Source: an optimization exercise on an open RTL-to-GDS flow (aim: small area, a short achievable clock period and few clock cycles). Production flows keep margins and buffers that such runs may drop.
Only simulation tests tie the RTL to the original design; equivalence was not proved.

==> flow/design.v (excerpt) <==
module JAM (
	input CLK,
	input RST,
	output [2:0] W,
	output [2:0] J,
	input [6:0] Cost,
	output [3:0] MatchCount,
	output reg [9:0] MinCost,
	output reg Valid
);
integer k;
localparam S_ITER = 2'd0, S_WALK = 2'd1, S_BM = 2'd2, S_DONE = 2'd3;
reg [1:0] st;
reg [2:0] ph;         
reg       first;      
reg [7:0] pend;       
reg [2:0] jc;         
reg [2:0] r;          
reg       dec;        
reg       spec1;      
reg       specok;     
reg       vA;         
reg [7:0] used;       
reg [7:0] inT;        
reg [7:0] mt;         
reg       walking;    
reg [3:0] rdone;      
reg       ddone;      
reg [8:0] K;          
reg [2:0] L;
reg       res;
reg [3:0] cnt;
reg [7:0] nv [0:7];   
reg [7:0] ur [0:7];   
reg [8:0] M  [0:7];   
reg [2:0] way[0:7];
reg [7:0] wroot;
reg [2:0] p  [0:7];   
reg [7:0] T  [0:7];   
reg [8:0] D;          
reg [2:0] j0;         
reg [2:0] wj;         
reg [2:0] wrow;       
reg [2:0] jA, rowA;
reg [9:0] nvKA;       
reg [8:0] MA;
reg [2:0] pA;
reg       mtA, lastA, startA;
reg       pfA;        
reg [7:0] pnA;
reg [2:0] jnA;
reg [8:0] Dmin;
reg [2:0] j1;
reg [2:0] pbest;
reg       mtbest;
reg       pfbest;
reg [7:0] pnbest;
reg [2:0] jnbest;
reg [2:0] stk [0:5];
reg [5:0] hm;         
assign MatchCount = cnt;
function [2:0] lowest;
	input [7:0] m;
	begin
		casez (m)
			8'b???????1: lowest = 3'd0;
			8'b??????10: lowest = 3'd1;
			8'b?????100: lowest = 3'd2;
			8'b????1000: lowest = 3'd3;
			8'b???10000: lowest = 3'd4;
			8'b??100000: lowest = 3'd5;
  ...
Size: roughly 3800 cells after synthesis, about 30 I/O pins.
Settings: LEC_CHECK=0, ABC_AREA=1, CAP_MARGIN=20, CORE_MARGIN=2, CORE_UTILIZATION=45, SETUP_SLACK_MARGIN=0.3, SLEW_MARGIN=20; clock period 5.0 ns.
run.sh (not shown) runs the stock make flow with config.mk's settings and CLKGATE_MAP_FILE= SYNTH_SCRIPT=/design/flow/synth_recipe.tcl, a recipe that flattens the netlist after the stock synthesis.
The baseline produced a clean layout.
Testbench counts at the start, summed over its fixed seeds: cycles 3,082.
Next try:
--- a/flow/config.mk
+++ b/flow/config.mk
@@ -11 +11 @@
-export CORE_UTILIZATION = 45
+export CORE_UTILIZATION = 58
What happened: The new run went through all stages and came out clean; synthesized area does not change; worst setup slack improves by 0.032 ns; worst hold slack degrades by 0.0094 ns; non-clock buffer count goes down by 39; flip-flop and latch count stays the same; wire length goes up by 0.51%; core utilization goes up by 14 points; count of clock-buffer cells in the layout goes up by 5; register-to-register slack improves by 0.03 ns; global-route usage goes up by 9.4 points.

* * *

== old ==
Starting RTL as in the previous note.
make LEC_CHECK=0 ABC_AREA=1 CAP_MARGIN=20 CORE_MARGIN=2 CORE_UTILIZATION=40 SETUP_SLACK_MARGIN=0.3 SLEW_MARGIN=20 finish   # period 5.0 ns
Testbench counts of old, summed over its fixed seeds: cycles 3,082.
Inputs modified between old and new:
- swapping 0.3 for 0.8 in SETUP_SLACK_MARGIN
[summary]
old → new: global-route usage over all layers was more or less identical, number of gates on the worst path with buffers counted went down by about 26%.
When new is set beside old, its cell area turns out to be 1400 sq um larger.
Looking at wire length on met3, new sits 7.8% lower than old does.
On upper clock frequency limit, new does better than old.

* * *

Setup of alpha:
JAM, a different RTL version from the one above (not shown whole).
Size: ~4,200 cells after synthesis, about 540 flip-flops, roughly 30 I/O pins, about 34,000 um2 of cells after synthesis.
==> flow/config.mk <==
export PLATFORM = sky130hd
export DESIGN_NAME = JAM
export DESIGN_NICKNAME = JAM
export VERILOG_FILES = /design/flow/design.v
export SDC_FILE = /design/flow/constraint.sdc
export NUM_CORES = 4
export LEC_CHECK = 0
export ABC_AREA = 1
export CAP_MARGIN = 20
export CORE_MARGIN = 2
export CORE_UTILIZATION = 40
export SLEW_MARGIN = 20
==> flow/constraint.sdc <==
create_clock -name core_clock -period 5.0 [get_ports {CLK}]
set_input_delay 1.0000 -clock core_clock [delete_from_list [all_inputs] [get_ports {CLK}]]
set_output_delay 1.0000 -clock core_clock [all_outputs]
set_load 0.01 [all_outputs]
The flow did not stop early for alpha: all stages ran, and the layout cleared the timing, DRC and antenna checks.
Testbench counts of alpha, summed over its fixed seeds: cycles 3,556.
### alpha -> beta
Settings: ABC_AREA no longer set, was 1.
[summary]
Sort beta and alpha by global routing usage on met1 desc -> top: alpha
Diff beta and alpha: post-synthesis cell count higher in alpha
Mux cell area share after synthesis: beta and alpha compared, higher one is beta
ph[0] as the startpoint of the worst setup timing path was reported by beta, and used[1] by alpha.
Worst setup slack after layout in beta vs alpha: down 0.27 ns
Post-route standard cell area excluding fillers (beta over alpha): increase, 0.43%
Per the comparison of beta with alpha, worst hold slack +0.0042 ns, final cell utilization of the core picked up an extra 0.19 points.

-- port drivers added, routing unchanged --
The results above use ideal ports. As a check the final layouts listed here were re-extracted and re-timed, cells and wires unchanged. Step 1: set_driving_cell puts a clkbuf_16 on CLK and a buf_2 on each other input, an assumption about the parent block. Step 2 moves the port delays by t, midway between the first and last clock arrival at a register: inputs arrive t later, outputs are due t later. That takes back most of the time a late clock gives input paths. a / b / c = ideal / step 1 / step 2; a / b = the first two.
run | t (ns) | slack for setup (ns) | cell pins on the clock port's net
the first run of note 1 | 0.701 | 0.416 / 0.416 / 0.416 | 1
the second run of note 1 | 0.705 | 0.448 / 0.448 / 0.448 | 1
old | 0.712 | 0.456 / 0.456 / 0.456 | 1
new | 0.702 | 0.573 / 0.573 / 0.481 | 1
alpha | 0.716 | 0.420 / 0.420 / 0.420 | 1
beta | 0.725 | 0.149 / 0.079 / 0.364 | 1
After both steps setup and hold are still met in every run listed. The setup slack of new, which loses most, moves by 0.000 ns with the drivers and by -0.092 ns with both steps.
